This is an optimization exercise on Yosys and OpenROAD, whose aim is small area, not a production implementation.
Function was checked by simulation only, so behaviour that the tests miss may differ from the original.
No activity file was given, so power comes from the tool's default toggle rates.

[flow/config.mk]
export PLATFORM = sky130hd
export DESIGN_NAME = cardinal_router_four_way
export DESIGN_NICKNAME = cardinal_router_four_way
export VERILOG_FILES = /design/flow/design.v
export SDC_FILE = /design/flow/constraint.sdc
export NUM_CORES = 4
export LEC_CHECK = 0
export CAP_MARGIN = 20
export CORE_MARGIN = 2
export CORE_UTILIZATION = 60
export PLACE_DENSITY = 0.7
export SLEW_MARGIN = 20
[flow/constraint.sdc]
create_clock -name core_clock -period 6.0 [get_ports {clk}]
set_input_delay 1.2000 -clock core_clock [delete_from_list [all_inputs] [get_ports {clk}]]
set_output_delay 1.2000 -clock core_clock [all_outputs]
set_load 0.01 [all_outputs]
[flow/design.v]
`timescale 1ns/1ps
module input_ctrl #(
	parameter W = 64
) (
	input  wire         clk,
	input  wire         reset,
	input  wire         send_in,
	output wire         ready_in,
	input  wire [W-1:0] data_in,
	input  wire         clear,      
	output reg          int_valid,
	output reg  [W-1:0] int_data
);
	reg         ext_valid;
	reg [W-1:0] ext_data;
	assign ready_in = ~ext_valid;
	always @(posedge clk) begin
		if (reset) begin
			ext_valid <= 1'b0;
			int_valid <= 1'b0;
		end else begin
			ext_valid <= int_valid & ~clear;
			int_valid <= ext_valid | send_in;
		end
	end
	always @(posedge clk) begin
		ext_data <= int_data;
		int_data <= ext_valid ? ext_data : data_in;
	end
endmodule
`timescale 1ns/1ps
module output_ctrl (
	input  wire clk,
	input  wire reset,
	input  wire ready_out,
	output wire send_out,
	input  wire wr,         
	output wire empty       
);
	reg ext_valid, int_valid;
	assign send_out = ext_valid & ready_out;
	assign empty    = ~int_valid;
	always @(posedge clk) begin
		if (reset) begin
			ext_valid <= 1'b0;
			int_valid <= 1'b0;
		end else begin
			ext_valid <= int_valid | wr;
			int_valid <= ext_valid & ~ready_out;
		end
	end
endmodule
`timescale 1ns/1ps
module round_robin_arbitrator5 #(
	parameter N = 5
) (
	input  wire         clk,
	input  wire         reset,
	input  wire         output_empty,
	input  wire [N-1:0] req,
	output wire [N-1:0] gnt
);
	localparam SW = (N > 4) ? 3 : (N > 2) ? 2 : 1;
	reg [SW-1:0] int_idx, ext_idx;
	wire [N-1:0] int_ptr;
	genvar d;
	generate
		for (d = 0; d < N; d = d + 1) begin : DECODE
			assign int_ptr[d] = (int_idx == d);
		end
	endgenerate
	reg [SW-1:0] nxt;
	integer e;
	always @(*) begin
		nxt = {SW{1'b0}};
		for (e = 0; e < N - 1; e = e + 1)
			if (gnt[e]) nxt = nxt | (e + 1);
	end
	genvar i, j, s;
	generate
		for (i = 0; i < N; i = i + 1) begin : G
			wire [N-1:0] block;
			for (j = 0; j < N; j = j + 1) begin : B
				if (j == i) begin : SELF
					assign block[j] = 1'b0;
				end else begin : OTHER
					wire [N-1:0] rng;
					for (s = 0; s < N; s = s + 1) begin : S
						if ((j > i && s > i && s <= j) || (j < i && (s > i || s <= j))) begin : IN
							assign rng[s] = int_ptr[s];
						end else begin : OUT
							assign rng[s] = 1'b0;
						end
					end
					assign block[j] = req[j] & (|rng);
				end
			end
			assign gnt[i] = output_empty & req[i] & ~(|block);
		end
	endgenerate
	always @(posedge clk) begin
		if (reset) begin
			int_idx <= {SW{1'b0}};
			ext_idx <= {SW{1'b0}};
		end else begin
			int_idx <= ext_idx;
			ext_idx <= (|gnt) ? nxt : int_idx;
		end
	end
endmodule
`timescale 1ns/1ps
module switch_arbiter_four_way (
	input  wire       valid,
	input  wire       xnz,       
	input  wire       ynz,       
	input  wire       x_dir,     
	input  wire       y_dir,     
	output wire       go_up,
	output wire       go_down,
	output wire       go_left,
	output wire       go_right,
	output wire       go_pe
);
	assign go_left  = valid &  xnz &  x_dir;
	assign go_right = valid &  xnz & ~x_dir;
	assign go_up    = valid & ~xnz &  ynz &  y_dir;
	assign go_down  = valid & ~xnz &  ynz & ~y_dir;
	assign go_pe    = valid & ~xnz & ~ynz;
endmodule
`timescale 1ns/1ps
module cardinal_router_four_way (
	input  wire        clk,
	input  wire        reset,  
	output reg         polarity,  
	input  wire        upsi,  
	output wire        upri,  
	input  wire [63:0] updi,  
	input  wire        downsi,  
	output wire        downri,  
	input  wire [63:0] downdi,  
	input  wire        leftsi,  
	output wire        leftri,  
	input  wire [63:0] leftdi,  
	input  wire        rightsi,  
	output wire        rightri,  
	input  wire [63:0] rightdi,  
	input  wire        pesi,  
	output wire        peri,  
	input  wire [63:0] pedi,  
	output wire        upso,  
	input  wire        upro,  
	output reg  [63:0] updo,  
	output wire        downso,  
	input  wire        downro,  
	output reg  [63:0] downdo,  
	output wire        leftso,  
	input  wire        leftro,  
	output reg  [63:0] leftdo,  
	output wire        rightso,  
	input  wire        rightro,  
	output reg  [63:0] rightdo,  
	output wire        peso,  
	input  wire        pero,  
	output reg  [63:0] pedo   
);
	always @(posedge clk) begin
		if (reset) polarity <= 1'b0;
		else       polarity <= ~polarity;
	end
	wire [4:0] si = {pesi, rightsi, leftsi, downsi, upsi};
	wire [4:0] ri;
	assign {peri, rightri, leftri, downri, upri} = ri;
	wire [4:0] clr;
	wire [4:0] iv;
	wire [59:0] up_q, down_q;
	wire [63:0] left_q, right_q, pe_q;
	input_ctrl #(.W(60)) UP_IN (.clk(clk), .reset(reset), .send_in(si[0]), .ready_in(ri[0]),
		.data_in({updi[63:56], updi[51:0]}), .clear(clr[0]), .int_valid(iv[0]), .int_data(up_q));
	input_ctrl #(.W(60)) DOWN_IN (.clk(clk), .reset(reset), .send_in(si[1]), .ready_in(ri[1]),
		.data_in({downdi[63:56], downdi[51:0]}), .clear(clr[1]), .int_valid(iv[1]), .int_data(down_q));
	input_ctrl #(.W(64)) LEFT_IN (.clk(clk), .reset(reset), .send_in(si[2]), .ready_in(ri[2]),
		.data_in(leftdi), .clear(clr[2]), .int_valid(iv[2]), .int_data(left_q));
	input_ctrl #(.W(64)) RIGHT_IN (.clk(clk), .reset(reset), .send_in(si[3]), .ready_in(ri[3]),
		.data_in(rightdi), .clear(clr[3]), .int_valid(iv[3]), .int_data(right_q));
	input_ctrl #(.W(64)) PE_IN (.clk(clk), .reset(reset), .send_in(si[4]), .ready_in(ri[4]),
		.data_in(pedi), .clear(clr[4]), .int_valid(iv[4]), .int_data(pe_q));
	wire [63:0] pk [0:4];
	assign pk[0] = {up_q[59:52],   4'b0, up_q[51:0]};
	assign pk[1] = {down_q[59:52], 4'b0, down_q[51:0]};
	assign pk[2] = left_q;
	assign pk[3] = right_q;
	assign pk[4] = pe_q;
	wire [4:0] go_up, go_down, go_left, go_right, go_pe;
	wire [4:0] xd = {pe_q[62], 1'b1, 1'b0, 1'b0, 1'b0};
	wire [4:0] yd = {pe_q[61], right_q[61], left_q[61], 1'b1, 1'b0};
	genvar k;
	generate
		for (k = 0; k < 5; k = k + 1) begin : DEC
			switch_arbiter_four_way D (
				.valid(iv[k]),
				.xnz((k < 2) ? 1'b0 : (|pk[k][55:52])),
				.ynz(|pk[k][51:48]),
				.x_dir(xd[k]), .y_dir(yd[k]),
				.go_up(go_up[k]), .go_down(go_down[k]), .go_left(go_left[k]),
				.go_right(go_right[k]), .go_pe(go_pe[k]));
		end
	endgenerate
	wire [4:0] oe;    
	wire [3:0] g_up, g_down;
	wire [1:0] g_left, g_right;
	wire [4:0] g_pe;
	round_robin_arbitrator5 #(.N(4)) ARB_UP (.clk(clk), .reset(reset), .output_empty(oe[0]),
		.req({go_up[4], go_up[3], go_up[2], go_up[1]}), .gnt(g_up));
	round_robin_arbitrator5 #(.N(4)) ARB_DOWN (.clk(clk), .reset(reset), .output_empty(oe[1]),
		.req({go_down[4], go_down[3], go_down[2], go_down[0]}), .gnt(g_down));
	round_robin_arbitrator5 #(.N(2)) ARB_LEFT (.clk(clk), .reset(reset), .output_empty(oe[2]),
		.req({go_left[4], go_left[3]}), .gnt(g_left));
	round_robin_arbitrator5 #(.N(2)) ARB_RIGHT (.clk(clk), .reset(reset), .output_empty(oe[3]),
		.req({go_right[4], go_right[2]}), .gnt(g_right));
	round_robin_arbitrator5 #(.N(5)) ARB_PE (.clk(clk), .reset(reset), .output_empty(oe[4]),
		.req(go_pe), .gnt(g_pe));
	assign clr[0] = g_down[0] | g_pe[0];
	assign clr[1] = g_up[0]   | g_pe[1];
	assign clr[2] = g_up[1] | g_down[1] | g_right[0] | g_pe[2];
	assign clr[3] = g_up[2] | g_down[2] | g_left[0]  | g_pe[3];
	assign clr[4] = g_up[3] | g_down[3] | g_left[1] | g_right[1] | g_pe[4];
	function [58:0] f_ud; input [63:0] d; f_ud = {d[63:62], d[60:56], d[51:0]}; endfunction
	function [62:0] f_lr; input [63:0] d; f_lr = {d[63], d[61:0]}; endfunction
	function [55:0] f_pe; input [63:0] d; f_pe = {d[63:56], d[47:0]}; endfunction
	wire [58:0] w_up = ({59{g_up[0]}} & f_ud(pk[1])) | ({59{g_up[1]}} & f_ud(pk[2]))
	                 | ({59{g_up[2]}} & f_ud(pk[3])) | ({59{g_up[3]}} & f_ud(pk[4]));
	wire [58:0] w_down = ({59{g_down[0]}} & f_ud(pk[0])) | ({59{g_down[1]}} & f_ud(pk[2]))
	                   | ({59{g_down[2]}} & f_ud(pk[3])) | ({59{g_down[3]}} & f_ud(pk[4]));
	wire [62:0] w_left = ({63{g_left[0]}} & f_lr(pk[3])) | ({63{g_left[1]}} & f_lr(pk[4]));
	wire [62:0] w_right = ({63{g_right[0]}} & f_lr(pk[2])) | ({63{g_right[1]}} & f_lr(pk[4]));
	wire [55:0] w_pe = ({56{g_pe[0]}} & f_pe(pk[0])) | ({56{g_pe[1]}} & f_pe(pk[1]))
	                 | ({56{g_pe[2]}} & f_pe(pk[2])) | ({56{g_pe[3]}} & f_pe(pk[3]))
	                 | ({56{g_pe[4]}} & f_pe(pk[4]));
	wire [4:0] wr = {|g_pe, |g_right, |g_left, |g_down, |g_up};
	output_ctrl UP_OUT    (.clk(clk), .reset(reset), .ready_out(upro),    .send_out(upso),    .wr(wr[0]), .empty(oe[0]));
	output_ctrl DOWN_OUT  (.clk(clk), .reset(reset), .ready_out(downro),  .send_out(downso),  .wr(wr[1]), .empty(oe[1]));
	output_ctrl LEFT_OUT  (.clk(clk), .reset(reset), .ready_out(leftro),  .send_out(leftso),  .wr(wr[2]), .empty(oe[2]));
	output_ctrl RIGHT_OUT (.clk(clk), .reset(reset), .ready_out(rightro), .send_out(rightso), .wr(wr[3]), .empty(oe[3]));
	output_ctrl PE_OUT    (.clk(clk), .reset(reset), .ready_out(pero),    .send_out(peso),    .wr(wr[4]), .empty(oe[4]));
	reg [58:0] up_i, down_i;
	reg [62:0] left_i, right_i;
	reg [55:0] pe_i;
	wire [58:0] up_x    = {updo[63:62], updo[60:56], updo[51:0]};
	wire [58:0] down_x  = {downdo[63:62], downdo[60:56], downdo[51:0]};
	wire [62:0] left_x  = {leftdo[63], leftdo[61:0]};
	wire [62:0] right_x = {rightdo[63], rightdo[61:0]};
	wire [55:0] pe_x    = {pedo[63:56], pedo[47:0]};
	wire [58:0] up_n    = (up_i    & {59{~wr[0]}}) | {w_up[58:52],    w_up[51:48]    - {3'b0, wr[0]}, w_up[47:0]};
	wire [58:0] down_n  = (down_i  & {59{~wr[1]}}) | {w_down[58:52],  w_down[51:48]  - {3'b0, wr[1]}, w_down[47:0]};
	wire [62:0] left_n  = (left_i  & {63{~wr[2]}}) | {w_left[62:56],  w_left[55:52]  - {3'b0, wr[2]}, w_left[51:0]};
	wire [62:0] right_n = (right_i & {63{~wr[3]}}) | {w_right[62:56], w_right[55:52] - {3'b0, wr[3]}, w_right[51:0]};
	wire [55:0] pe_n    = (pe_i    & {56{~wr[4]}}) | w_pe;
	always @(posedge clk) begin
		up_i    <= up_x;
		down_i  <= down_x;
		left_i  <= left_x;
		right_i <= right_x;
		pe_i    <= pe_x;
		{updo[63:62], updo[60:56], updo[51:0]} <= up_n;
		{updo[61], updo[55:52]}                <= 5'b10000;
		{downdo[63:62], downdo[60:56], downdo[51:0]} <= down_n;
		{downdo[61], downdo[55:52]}                  <= 5'b00000;
		{leftdo[63], leftdo[61:0]} <= left_n;
		leftdo[62]                 <= 1'b1;
		{rightdo[63], rightdo[61:0]} <= right_n;
		rightdo[62]                  <= 1'b0;
		{pedo[63:56], pedo[47:0]} <= pe_n;
		pedo[55:48]               <= 8'b0;
	end
endmodule
[flow/flow/run.sh]
#!/bin/bash
# Standard ORFS layout (the standard.sh) with three changes:
#  - synthesis is the standard script, except that ABC maps the logic
#    with an area-oriented script (flow/abc_area.script); registers are
#    mapped before ABC runs, so they are the standard synthesis's;
#  - the port buffers use the smallest buffer cell;
#  - clock tree synthesis uses clkbuf_8 with sink clusters of 15 and no
#    dummy loads.
set -euo pipefail
WD=$PWD
{
  echo "proc abc {args} {"
  echo "  set i [lsearch -exact \$args -script]"
  echo "  set args [lreplace \$args \$i [expr {\$i+1}] -script $WD/flow/abc_area.script]"
  echo "  puts \"flow: abc with $WD/flow/abc_area.script\""
  echo "  yosys abc {*}\$args"
  echo "}"
  cat synth_recipe.tcl
} > flow_synth.tcl
bash standard.sh \
  "SYNTH_SCRIPT=$WD/flow_synth.tcl" \
  "BUFFER_PORTS_ARGS=-buffer_cell sky130_fd_sc_hd__buf_1" \
  "CTS_ARGS=-sink_clustering_enable -repair_clock_nets -dont_use_dummy_load -buf_list sky130_fd_sc_hd__clkbuf_8 -sink_clustering_size 15 -sink_clustering_max_diameter 50" \
  finish > standard_flow.log 2>&1
[flow/flow/abc_area.script]
strash
dc2
dch -f
amap
[flow/standard.sh]
#!/bin/bash
# synth_recipe.tcl (not shown) runs the flow's synth.tcl, then flattens the netlist and writes it again
# the make line also repeats each setting of config.mk as NAME=value (left out here)
make -C /OpenROAD-flow-scripts/flow DESIGN_CONFIG=/design/flow/config.mk WORK_HOME=/design/flow/orfs CLKGATE_MAP_FILE= SYNTH_SCRIPT=/design/flow/synth_recipe.tcl "${@:-finish}"
==> impl_metrics.tcl, run 1 <==
set metrics [dict create \
    outcome "finished clean" \
    internal_power_mw 12.1 \
    use_met1_pct 54.5 \
    cts_max_level 3 \
    cts_tree "done" \
    p_per_area_mw_per_mm2 411 \
    path_max_fanout 28 \
    ys_async_sr_fraction_pct 0 \
    first_pass_iters 9 \
    dpl_worst_slack_ps 1570 \
    power.switching_mw 4.79 \
    cp.required_ps 6580 \
    dr.first_iter.drc_count 3503 \
    synth_common_cells "dfxtp_1, a22o_1, clkinv_1" \
    hold_violations 0 \
    end_kind "flop" \
    fin_crit_ps 4530 \
    grt_overflow_total 0 \
    setup_viol 0 \
    ir_drop_uv 262 \
    vias 28900 \
    clock-root-buffer "clkbuf_8" \
    power_leakage_nw 16.5 \
    synth.cell_area_mm2 0.0357 \
    synth.area.top_cells "dfxtp_1, a22o_1, o221ai_1, a222oi_1, clkinv_1" \
    synth_top_area_share_pct 70.8 \
    cts_resized 0 \
    critPathArrivalTime_ps 5110 \
    vias_per_cell 6.58 \
    clock_path_buffers 3 \
    hold_buffers 0 \
    num-nets-final 3943 \
    synthCells 2801 \
    ys_seq_elements 1263 \
    timing.setup.tns_ps 0 \
    clock_power_share_pct 24.2 \
    grt_pass1_vias 28000 \
    track_usage_pct 43.0 \
    final.period_utilization_pct 75.4 \
    synth_most_common_cell "dfxtp_1" \
    synth_edf_count 0 \
    routabilityCongestion 0.912 \
    ys.flop_type "dfxtp_1" \
    finalInstanceArea_mm2 0.0412 \
    dp_hpwl_mm 81.1 \
    die_x_um 248 \
    start_util_pct 60.7 \
    slew_headroom_pct 21.6 \
    io_buffers 634 \
    die_h_um 248 \
    wl_mm 136 \
    dp.cells 4260 \
    grtUsageMet3_pct 13.9 \
    hp-class "reg2reg" \
    startpoint_type "flop" \
    maxCapViolations 0 \
    antenna_found_initial 42 \
    area_growth_pct 15.3 \
    hold_start "rightdo[47]" \
    rsz0062_at_grt "no" \
    fin_util_pct 70.0 \
    p_total_mw 16.9 \
    combPwrFrac_pct 13.4 \
    grt_max_degree 50 \
    r2r-start "PE_IN.int_data[52]" \
    cts_sinks 1263 \
    skew_ps 58.9 \
    avgSynthCellArea_um2 12.8 \
    ios 663 \
    yosys.area.top_type "dfxtp_1" \
    post-cts-setup-buffers 0 \
    p_seq_share_pct 62.4 \
    die-area_mm2 0.0615 \
    ys_seq_area_share_pct 70.8 \
    fin_ws_ps 1470 \
    dpl_cell_area_mm2 0.0397 \
    ys_warn_count 7 \
    grt_use_met2_pct 64.9 \
    fin_cells 4398 \
    whs_ps 321 \
    grt_pass1_wl_mm 190 \
    tightest_slew_ps 1180 \
    max_freq_ghz 0.221 \
    netSwitchingFraction_pct 28.3 \
    clk-insertion-delay-late_ps 740 \
    drv_slew 0 \
    cts.clk_slew.worst_paths_ps 100 \
    startpoint "PE_IN.int_data[52]" \
    rows 89 \
    post_drt_wl_per_cell_um 31.0 \
    ys_types 36 \
    top_usage_layer "met2" \
    core_area_mm2 0.0589 \
    drc 0 \
    postRouteAntennaNets 0 \
    cts_buffers 102 \
    crit_type "reg2reg" \
    drive_gt1_share_pct 5.85 \
]
## cell type report
class	count	area, um^2
flip-flops and latches	1263	25300
fillers	4499	17700
multi-input cells	1254	9590
repair buffers	688	2790
clock buffers	102	1400
inverters	282	1070
well taps	773	967
diodes	36	90.1
## cell families after synthesis
group	count (synthesis)	synth area share, %
flops	1263	70.8
compound gates	865	20.9
xor+xnor	2	0.0490
other cells	2	0.0210
simple gates	347	4.14
fa+ha+maj	20	0.700
buf+inv	302	3.38
## critical path: stages, from the launching register on
cell and delay, ps:
dfxtp_1 360, nor4_2 540, nand3b_1 180, nor2_1 220, clkinv_1 170, o2111ai_2 700
clkinv_4 570, nor4_2 670, clkinv_1 260, ha_2 270, ha_4 160, a221o_1 320
## flip-flops by register name, indices dropped and copies added, names as in the netlist, 60 cells and up
name               cells
right_i               63
PE_IN.ext_data        64
DOWN_IN.ext_data      60
RIGHT_IN.int_data     64
rightdo               63
LEFT_IN.int_data      64
leftdo                63
RIGHT_IN.ext_data     64
LEFT_IN.ext_data      64
UP_IN.ext_data        60
PE_IN.int_data        64
UP_IN.int_data        60
left_i                63
DOWN_IN.int_data      60
## per-layer routing
metal | vias to the layer above | share of wire, % | wire (um)
met1 | 14100 | 37 | 50100
met3 | 543 | 13 | 17700
met5 | - | 0.10 | 143
met2 | 2102 | 44 | 60000
li1 | 12200 | - | -
met4 | 22 | 6.1 | 8340
## worst paths after layout
kind,end,slack (ps),cells after the start
setup reg to reg,downdo[50],1470,11
setup / recovery,downdo[50],1470,11
hold / removal,right_i[47],320,0
hold reg to reg,right_i[47],320,0
## cells in the final DEF, fill, tap and decap left out, drive strengths merged, types with 10 or more instances in the layout
master | Yosys | routed
o21ai | 28 | 28
a221o | 15 | 15
buf | 20 | 687
o221ai | 189 | 189
nand2 | 208 | 208
ha | 20 | 20
clkinv | 282 | 272
clkbuf | 0 | 103
nor4 | 19 | 19
nor2 | 58 | 58
nor2b | 15 | 15
o2111ai | 23 | 23
a221oi | 18 | 18
conb | 2 | 20
a22o | 312 | 312
diode | 0 | 36
o22ai | 28 | 28
dfxtp | 1263 | 1263
a21oi | 10 | 10
nor3 | 13 | 13
nand4 | 10 | 10
o211ai | 28 | 28
a222oi | 164 | 164
inv | 0 | 10
a22oi | 25 | 25
nand3 | 14 | 14
## power groups by stage
stage,sequential [mW],combinational (mW),clock [mW]
2_1_floorplan,10.7,0.914,0
3_3_place_gp,10.7,2.17,0
3_5_place_dp,10.7,2.21,0
4_1_cts,10.5,2.22,4.07
5_1_grt,10.7,2.41,4.39
6_report,10.6,2.27,4.09
==> inputs of run 2 (changes only) <==
--- a/flow/config.mk
+++ b/flow/config.mk
@@ -8,5 +8,5 @@
 export CAP_MARGIN = 20
 export CORE_MARGIN = 2
-export CORE_UTILIZATION = 60
-export PLACE_DENSITY = 0.7
+export CORE_UTILIZATION = 45
+export PLACE_DENSITY = 0.6
 export SLEW_MARGIN = 20
==> run 2 against run 1 <==
Net effect:
- die area increased by 33%
- critical path depth unchanged
- global-route usage decreased by 8.8 points
- sequential share of layout area decreased by 0.58 points
- cell count increased by 6.0%
- worst hold slack got worse by 2.4 ps
- flip-flop and latch count unchanged
==> impl_metrics.tcl, run 2 <==
set metrics [dict create \
    outcome "finished clean" \
    drc 0 \
    crit_slowest_cell "buf_4" \
    io_buffers 634 \
    grt_max_degree 55 \
    start_util_pct 45.4 \
    power_leakage_nw 16.5 \
    routabilityCongestion 0.882 \
    post_drt_wl_per_cell_um 30.9 \
    clk-insertion-delay-late_ps 760 \
    first_pass_iters 10 \
    p_per_area_mw_per_mm2 411 \
    hold_start "updo[49]" \
    max_freq_ghz 0.221 \
    die_x_um 286 \
    final.period_utilization_pct 75.4 \
    ys_async_sr_fraction_pct 0 \
    clock_path_buffers 3 \
    cts_max_level 3 \
    cpPeakStageDelay_ps 790 \
    dp_hpwl_mm 84.4 \
    grt_pass1_wl_mm 203 \
    drv_slew 0 \
    rsz0062_at_grt "no" \
    synth_top_area_share_pct 70.8 \
    path_cells "nor4_1, nand2_1, a221oi_1, nor2_1, o21ai_4, buf_4, nand4_1, nor2_4, buf_4, a221oi_1, o221ai_1" \
    ys_seq_area_share_pct 70.8 \
    startpoint "UP_IN.int_data[48]" \
    wl_mm 144 \
    grt_overflow_total 0 \
    fin_crit_ps 4520 \
    cts.clk_slew.worst_paths_ps 100 \
    ys_types 36 \
    ys.flop_type "dfxtp_1" \
    cts_tree "done" \
    core_area_mm2 0.0787 \
    layout_commonest_cell "dfxtp_1" \
    area_growth_pct 16.4 \
    synth.area.top_cells "dfxtp_1, a22o_1, o221ai_1, a222oi_1, clkinv_1" \
    rows 103 \
    clock-root-buffer "clkbuf_8" \
    critPathArrivalTime_ps 5140 \
    cts_buffers 110 \
    antenna_found_initial 40 \
    synth.cell_area_mm2 0.0357 \
    vias_per_cell 6.14 \
    timing.setup.tns_ps 0 \
    grt_pass1_vias 28800 \
    synth_edf_count 0 \
    path_max_fanout 48 \
    num-nets-final 3948 \
    crit_type "reg2reg" \
    yosys.area.top_type "dfxtp_1" \
    end_kind "flop" \
    postRouteAntennaNets 0 \
    p_total_mw 17.1 \
    slew_headroom_pct 20.4 \
    synth_most_common_cell "dfxtp_1" \
    post-cts-setup-buffers 0 \
    cp.required_ps 6620 \
    avgSynthCellArea_um2 12.8 \
    cts_resized 0 \
    synthCells 2801 \
    setup_viol 0 \
    ys_seq_elements 1263 \
    drive_gt1_share_pct 6.01 \
    skew_ps 54.8 \
    track_usage_pct 34.2 \
    ys_warn_count 7 \
    hold_buffers 0 \
    cts_sinks 1263 \
    hold_violations 0 \
    final_cell_mix "dfxtp_1, buf_1, a22o_1" \
    die-area_mm2 0.0817 \
    r2r-start "UP_IN.int_data[48]" \
    die_h_um 286 \
    synth_common_cells "dfxtp_1, a22o_1, clkinv_1" \
    dr.first_iter.drc_count 3240 \
    vias 28600 \
    maxCapViolations 0 \
    ir_drop_uv 228 \
    ios 663 \
    hp-class "reg2reg" \
    tightest_slew_ps 1190 \
    startpoint_type "flop" \
]
==> run 2: cell counts after synthesis <==
No cell type changed its count.
==> run 2: layout make-up <==
type / count / area, um^2
fill: 6967 / 37100
multi-input combinational: 1254 / 9590
tap: 1050 / 1310
inverter: 282 / 1080
antenna: 19 / 47.5
timing repair buffer: 685 / 2760
clock buffer: 110 / 1510
sequential: 1263 / 25300
==> run 2: path summary, 6_finish.rpt <==
check        endpoint  slack, ps  cells after the start
min          up_i[49]        320                      0
max reg2reg  pedo[19]       1480                     11
min reg2reg  up_i[49]        320                      0
max          pedo[19]       1480                     11
==> run 2: per-layer routing <==
layer  part of all wire, %  GRT usage [%]  wire [um]  vias to the layer above
met2                    45           53.6      64900                     1866
met4                   4.8           16.9       6880                       36
met1                    39           43.5      55900                    14100
met5                  0.16              0        229                        -
met3                    11           9.35      16200                      431
li1                      -              -          -                    12200
==> run 2: kinds of logic after synthesis <==
family / Yosys count / synth area share [%]
flip-flops: 1263 / 70.8
adder cells (fa/ha/maj): 20 / 0.700
AO/OA/AOI/OAI: 865 / 20.9
AND/OR/NAND/NOR: 347 / 4.14
buffers and inverters: 302 / 3.38
other: 2 / 0.0210
XOR/XNOR: 2 / 0.0490
==> run 2: per-stage QoR <==
stage	instances	worst slack (ps)	hold slack [ps]	utilization (%)	cell area (um^2)
after CTS	4644	1540	319	52.8	41600
after floorplan	2819	-1810	331	-	36000
after global routing	4661	1270	318	52.8	41600
final	4663	1480	319	52.8	41600
after detailed placement	4534	1610	334	50.9	40000
after global placement	4534	1680	334	50.9	40000
==> run 2: power breakdown <==
group | leakage (nW) | switching [mW] | total (mW) | internal [mW]
combinational | 5.12 | 1.47 | 2.27 | 0.804
sequential | 10.6 | 0.731 | 10.5 | 9.82
clock | 0.791 | 2.66 | 4.29 | 1.63
==> run 2: critical path, delay by kind of cell, from the launching register on <==
kind                   cells  cell delay (ps)
AO/OA/AOI/OAI              4             1370
buffers and inverters      2             1170
AND/OR/NAND/NOR            5             1450
flip-flops                 1              340
==> inputs of run 3 (changes only) <==
--- a/flow/flow/run.sh
+++ b/flow/flow/run.sh
@@ -5,5 +5,5 @@
 #    mapped before ABC runs, so they are the standard synthesis's;
 #  - the port buffers use the smallest buffer cell;
-#  - clock tree synthesis uses clkbuf_8 with sink clusters of 15 and no
+#  - clock tree synthesis uses clkbuf_4 with sink clusters of 10 and no
 #    dummy loads.
 set -euo pipefail
@@ -21,4 +21,4 @@
   "SYNTH_SCRIPT=$WD/flow_synth.tcl" \
   "BUFFER_PORTS_ARGS=-buffer_cell sky130_fd_sc_hd__buf_1" \
-  "CTS_ARGS=-sink_clustering_enable -repair_clock_nets -dont_use_dummy_load -buf_list sky130_fd_sc_hd__clkbuf_8 -sink_clustering_size 15 -sink_clustering_max_diameter 50" \
+  "CTS_ARGS=-sink_clustering_enable -repair_clock_nets -dont_use_dummy_load -buf_list sky130_fd_sc_hd__clkbuf_4 -sink_clustering_size 10 -sink_clustering_max_diameter 40" \
   finish > standard_flow.log 2>&1
--- a/flow/config.mk
+++ b/flow/config.mk
@@ -8,5 +8,5 @@
 export CAP_MARGIN = 20
 export CORE_MARGIN = 2
-export CORE_UTILIZATION = 45
-export PLACE_DENSITY = 0.6
+export CORE_UTILIZATION = 60
+export PLACE_DENSITY = 0.7
 export SLEW_MARGIN = 20
==> run 3 against run 2 <==
Net effect:
- clock power shrank 12%
- power shrank 2.9%
- register-to-register slack gained 30 ps
- sequential power is essentially flat
- combinational power is essentially flat
- highest routed layer unchanged
- critical path type unchanged
- die area shrank 25%
- cell count shrank 4.6%
- non-clock buffer count grew 3
- largest cell class unchanged
- utilization grew 17 points
==> impl_metrics.tcl, run 3 <==
set metrics [dict create \
    grt_max_degree 50 \
    vias 29300 \
    yosys.area.top_type "dfxtp_1" \
    ys_types 36 \
    rsz0062_at_grt "no" \
    routabilityCongestion 0.912 \
    post_drt_wl_per_cell_um 30.8 \
    dpl_worst_slack_ps 1570 \
    path_cells "nor4_2, nand3b_1, nor2_1, clkinv_1, o2111ai_2, clkinv_4, nor4_2, buf_4, a222oi_1, o211ai_1" \
    synth_common_cells "dfxtp_1, a22o_1, clkinv_1" \
    hold_violations 0 \
    synth_edf_count 0 \
    ys_seq_elements 1263 \
    drv_slew 0 \
    first_pass_iters 10 \
    core_area_mm2 0.0589 \
    clock_path_buffers 3 \
    clock-root-buffer "clkbuf_4" \
    cts_sinks 1263 \
    ios 663 \
    ys_warn_count 7 \
    maxCapViolations 0 \
    fin_crit_ps 4490 \
    grt_pass1_vias 28500 \
    grt_overflow_total 0 \
    path_max_fanout 36 \
    dpl_cell_area_mm2 0.0397 \
    layout_commonest_cell "dfxtp_1" \
    max_freq_ghz 0.223 \
    tightest_slew_ps 1150 \
    p_total_mw 16.6 \
    postRouteAntennaNets 0 \
    synth_top_area_share_pct 70.8 \
    final.period_utilization_pct 74.9 \
    synth.cell_area_mm2 0.0357 \
    cts_resized 0 \
    track_usage_pct 43.4 \
    skew_ps 115 \
    hp-class "reg2reg" \
    synth_most_common_cell "dfxtp_1" \
    rows 89 \
    cts_buffers 152 \
    ys.flop_type "dfxtp_1" \
    cts_tree "done" \
    ir_drop_uv 277 \
    fin_util_pct 69.5 \
    grt_pass1_wl_mm 192 \
    avgSynthCellArea_um2 12.8 \
    ys_seq_area_share_pct 70.8 \
    io_buffers 634 \
    drive_gt1_share_pct 7.14 \
    die_x_um 248 \
    num-nets-final 3993 \
    die-area_mm2 0.0615 \
    fin_ws_ps 1510 \
    cts.clk_slew.worst_paths_ps 110 \
    cp.required_ps 6880 \
    area_growth_pct 14.6 \
    finalInstanceArea_mm2 0.0410 \
    vias_per_cell 6.59 \
    synthCells 2801 \
    dp_hpwl_mm 81.1 \
    post-cts-setup-buffers 0 \
    clk-insertion-delay-late_ps 1040 \
    drc 0 \
    p_per_area_mw_per_mm2 406 \
    start_util_pct 60.7 \
    cts_max_level 4 \
    end_kind "flop" \
    critPathArrivalTime_ps 5370 \
    outcome "finished clean" \
    hold_buffers 0 \
    dr.first_iter.drc_count 3641 \
    power_leakage_nw 16.5 \
    ys_async_sr_fraction_pct 0 \
    cpPeakStageDelay_ps 710 \
    antenna_found_initial 39 \
    synth.area.top_cells "dfxtp_1, a22o_1, o221ai_1, a222oi_1, clkinv_1" \
    crit_slowest_cell "o2111ai_2" \
    startpoint_type "flop" \
    final_cell_mix "dfxtp_1, buf_1, a22o_1" \
    wl_mm 137 \
    crit_type "reg2reg" \
    setup_viol 0 \
    worst_path_most_repeated_cell "nor4_2" \
    slew_headroom_pct 23.0 \
    die_h_um 248 \
]
==> run 3: cell counts after synthesis <==
Identical to the previous run, type by type.
==> run 3: power breakdown <==
part           switching [mW]  internal [mW]  total [mW]  leakage (nW)
Combinational            1.48          0.803        2.28          5.13
Sequential              0.750           9.81        10.6          10.6
Clock                    2.60           1.17        3.77         0.700
Total                    4.83           11.8        16.6          16.5
==> run 3: final cells by class <==
type | count | area, um^2
Tap cell | 773 | 967
Inverter | 282 | 1070
Fill cell | 4520 | 18000
Multi-Input combinational cell | 1254 | 9590
Clock buffer | 152 | 1140
Antenna cell | 37 | 92.6
Timing Repair Buffer | 688 | 2790
Sequential cell | 1263 | 25300
==> run 3: worst max-delay path, delay by kind of cell, from the launching register on <==
family | cells | cell delay (ps)
AOI/OAI and AO/OA | 3 | 1010
DFF | 1 | 360
and+or+nand+nor | 4 | 1580
buffers and inverters | 3 | 1390
==> run 3: final timing paths <==
check	from	end	slack (ps)	cells past startpoint
worst min-delay path	leftdo[51]	left_i[51]	290	0
worst min register to register	leftdo[51]	left_i[51]	290	0
worst max-delay path	PE_IN.int_data[52]	downdo[14]	1510	10
worst max register to register	PE_IN.int_data[52]	downdo[14]	1510	10
==> run 3: through the flow <==
stage	hold WS (ps)	std cells	TNS, ps
floorplan	331	2819	-38480
global placement	333	4260	0
detailed placement	334	4260	0
CTS	284	4412	0
global route	284	4438	0
finish	288	4449	0
==> run 3: layer usage <==
metal | share of wire (%) | GRT usage, %
met4 | 6.2 | 25.5
met2 | 44 | 64.8
met3 | 14 | 15.9
met1 | 36 | 54.2
met5 | 0.10 | 0
==> run 3: kinds of logic after synthesis <==
family	synth area share, %
DFF	70.8
AOI/OAI and AO/OA	20.9
and+or+nand+nor	4.14
buffers and inverters	3.38
adders and majority gates	0.700
xor gates and xnor gates	0.0490
other	0.0210
==> inputs of run 4 (changes only) <==
==> flow/run.sh (new file) <==
#!/bin/bash
# synth_recipe.tcl (not shown) runs the flow's synth.tcl, then flattens the netlist and writes it again
# the make line also repeats each setting of config.mk as NAME=value (left out here)
make -C /OpenROAD-flow-scripts/flow DESIGN_CONFIG=/design/flow/config.mk WORK_HOME=/design/flow/orfs CLKGATE_MAP_FILE= SYNTH_SCRIPT=/design/flow/synth_recipe.tcl finish
--- a/flow/config.mk
+++ b/flow/config.mk
@@ -8,5 +8,8 @@
 export CAP_MARGIN = 20
 export CORE_MARGIN = 2
-export CORE_UTILIZATION = 60
-export PLACE_DENSITY = 0.7
+export CORE_UTILIZATION = 45
+export CTS_BUF_LIST = sky130_fd_sc_hd__clkbuf_8
+export CTS_CLUSTER_DIAMETER = 50
+export CTS_CLUSTER_SIZE = 15
+export PLACE_DENSITY = 0.6
 export SLEW_MARGIN = 20
removed: flow/flow/run.sh
removed: flow/flow/abc_area.script
removed: flow/standard.sh
==> run 4 against run 3 <==
Net effect:
- still clean
- non-clock buffer count decreased by 7
- synthesized area increased by 5.2%
- via count decreased by 5.2%
- global-route usage decreased by 13 points
- clock-buffer cell count decreased by 21
- utilization decreased by 12 points
- synthesized cell count increased by 11%
- flip-flop and latch count unchanged
- sequential power about the same
- critical path depth decreased by 2
- worst hold slack improved by 48 ps
- die area increased by 40%
- critical endpoint is now pedo[37]
- highest routed layer unchanged
==> impl_metrics.tcl, run 4 <==
set metrics [dict create \
    start_util_pct 45.2 \
    wl_mm 136 \
    grt_pass1_wl_mm 193 \
    core_area_mm2 0.0832 \
    p_total_mw 19.2 \
    p_seq_share_pct 54.9 \
    first_pass_iters 10 \
    ys_warn_count 7 \
    synth_top_area_share_pct 67.3 \
    startpoint_type "flop" \
    grt_overflow_total 0 \
    min_path_cells 0 \
    timing.setup.tns_ps 0 \
    drc 0 \
    r2r_cells 8 \
    p_per_area_mw_per_mm2 402 \
    die_h_um 293 \
    crit_type "reg2reg" \
    yosys.area.top_type "dfxtp_1" \
    internal_power_mw 14.1 \
    drive_gt1_share_pct 15.3 \
    clk-insertion-delay-late_ps 760 \
    netSwitchingFraction_pct 26.7 \
    area_growth_pct 27.1 \
    critPathArrivalTime_ps 5330 \
    cts_sinks 1263 \
    clock_power_share_pct 30.3 \
    dp_hpwl_mm 83.5 \
    final.period_utilization_pct 79.1 \
    drv_slew 0 \
    synth.cell_area_mm2 0.0376 \
    post_drt_wl_per_cell_um 27.7 \
    final_cell_mix "dfxtp_1, clkdlybuf4s50_1, nand2_1" \
    post-cts-setup-buffers 0 \
    vias 27800 \
    antenna_found_initial 32 \
    synth.area.top_cells "dfxtp_1, mux2_2, nand2_1, a222oi_1, a22oi_1" \
    ys_seq_elements 1263 \
    synth_common_cells "dfxtp_1, nand2_1, mux2_2" \
    cts.clk_slew.worst_paths_ps 90 \
    synthCells 3114 \
    cp.required_ps 6590 \
    avgSynthCellArea_um2 12.1 \
    rows 106 \
    vias_per_cell 5.66 \
    io_buffers 634 \
    synth_edf_count 0 \
    power.switching_mw 5.13 \
    maxCapViolations 0 \
    fin_crit_ps 4750 \
    ys_seq_area_share_pct 67.3 \
    end_kind "flop" \
    cts_resized 0 \
    slew_headroom_pct 21.3 \
    layout_commonest_cell "dfxtp_1" \
    ys_async_sr_fraction_pct 0 \
    synth_most_common_cell "dfxtp_1" \
    path_max_fanout 56 \
    dpl_cell_area_mm2 0.0450 \
    die-area_mm2 0.0859 \
    cts_tree "done" \
    ios 663 \
    hold_buffers 0 \
    die_x_um 293 \
    clock_path_buffers 3 \
    track_usage_pct 30.6 \
    postRouteAntennaNets 0 \
    skew_ps 36.6 \
    ys_types 58 \
    power_leakage_nw 19.2 \
    max_freq_ghz 0.211 \
    combPwrFrac_pct 14.8 \
    clock-root-buffer "clkbuf_8" \
    hold_violations 0 \
    routabilityCongestion 0.867 \
    dr.first_iter.drc_count 3163 \
    finalInstanceArea_mm2 0.0478 \
    grt_max_degree 60 \
    ir_drop_uv 204 \
    cts_max_level 3 \
    cts_buffers 115 \
    outcome "finished clean" \
    setup_viol 0 \
    grt_pass1_vias 28300 \
    hp-class "reg2reg" \
    tightest_slew_ps 1180 \
    rsz0062_at_grt "no" \
    ys.flop_type "dfxtp_1" \
    num-nets-final 4076 \
]
[run 4: path summary, 6_finish.rpt]
| kind | slack [ps] | from | endpoint |
|---|---|---|---|
| worst max-delay path | 1250 | RIGHT_IN.int_data[55] | pedo[37] |
| worst max register to register | 1250 | RIGHT_IN.int_data[55] | pedo[37] |
| worst min-delay path | 340 | rightdo[15] | right_i[15] |
| worst min register to register | 340 | rightdo[15] | right_i[15] |
[run 4: worst max-delay path: stages, from the launching register on]
cell and delay (ps):
dfxtp_1 350, or4_1 680, nor4_1 250, o311ai_0 260
nor2_4 830, buf_4 810, or3_4 240, buf_4 880
o211ai_1 210
[run 4: final cells by class]
cell class	instances	area, um^2
inverter	80	300
antenna	20	50.0
clock buffer	131	1800
sequential	1263	25300
clock inverter	70	898
timing repair buffer	681	6700
multi-input combinational	1583	11400
tap	1080	1350
fill	7012	35400
[run 4: power by group through the flow]
stage | registers [mW] | logic [mW] | clock network [mW]
finish | 10.6 | 2.84 | 5.82
global route | 10.7 | 3.00 | 6.22
CTS | 10.5 | 2.85 | 5.89
detailed placement | 10.7 | 2.83 | 0
global placement | 10.7 | 2.81 | 0
floorplan | 10.7 | 0.854 | 0
[run 4: kinds of logic after synthesis]
logic type	after synthesis	share of synthesized area, %
and+or+nand+nor	744	8.74
AOI/OAI and AO/OA	480	10.7
muxes	315	9.42
buffers and inverters	286	3.13
other	2	0.0200
DFF	1263	67.3
xor gates and xnor gates	4	0.0932
adders and majority gates	20	0.666
[run 4: per-stage QoR]
stage	worst slack, ps	utilization [%]	instances	hold WS (ps)
2_1_floorplan	2570	-	3132	329
3_3_place_gp	1470	54.1	4686	335
3_5_place_dp	1410	54.1	4687	335
4_1_cts	1400	57.4	4888	341
5_1_grt	1200	57.4	4906	341
6_report	1250	57.4	4908	336
[run 4: routing by layer]
metal | part of all wire (%) | global-route usage (%) | vias up
met4 | 4.6 | 15.7 | 24
met5 | 0.12 | 0 | -
met2 | 48 | 50.7 | 1562
li1 | - | - | 12300
met3 | 9.3 | 7.15 | 344
met1 | 38 | 37.1 | 13600

re-timing with driven ports:
The flow's constraints put no driver on any port. The routed layouts listed below were extracted and timed again, unchanged, in two steps. Step 1 (the two cells are an assumption about what drives the block):
set clk [get_ports {clk}]
set_driving_cell -lib_cell sky130_fd_sc_hd__clkbuf_16 $clk
set_driving_cell -lib_cell sky130_fd_sc_hd__buf_2 [delete_from_list [all_inputs] $clk]
Step 2 also shifts input and output timing later by t, the mid clock arrival at the registers, as if the neighbouring blocks saw the same clock. Slacks: ideal / step 1 / step 2; pairs: ideal / step 1.
| run | t (ns) | setup slack, ns | hold WS [ns] |
|---|---|---|---|
| run 1 | 0.774 | 1.473 / 1.473 / 1.473 | 0.321 / 0.321 / 0.321 |
| run 2 | 0.806 | 1.475 / 1.475 / 1.475 | 0.319 / 0.319 / 0.319 |
| run 3 | 1.048 | 1.506 / 1.506 / 1.506 | 0.288 / 0.288 / 0.288 |
| run 4 | 0.804 | 1.254 / 1.254 / 1.254 | 0.336 / 0.336 / 0.336 |
After both steps setup and hold are still met in every run listed.
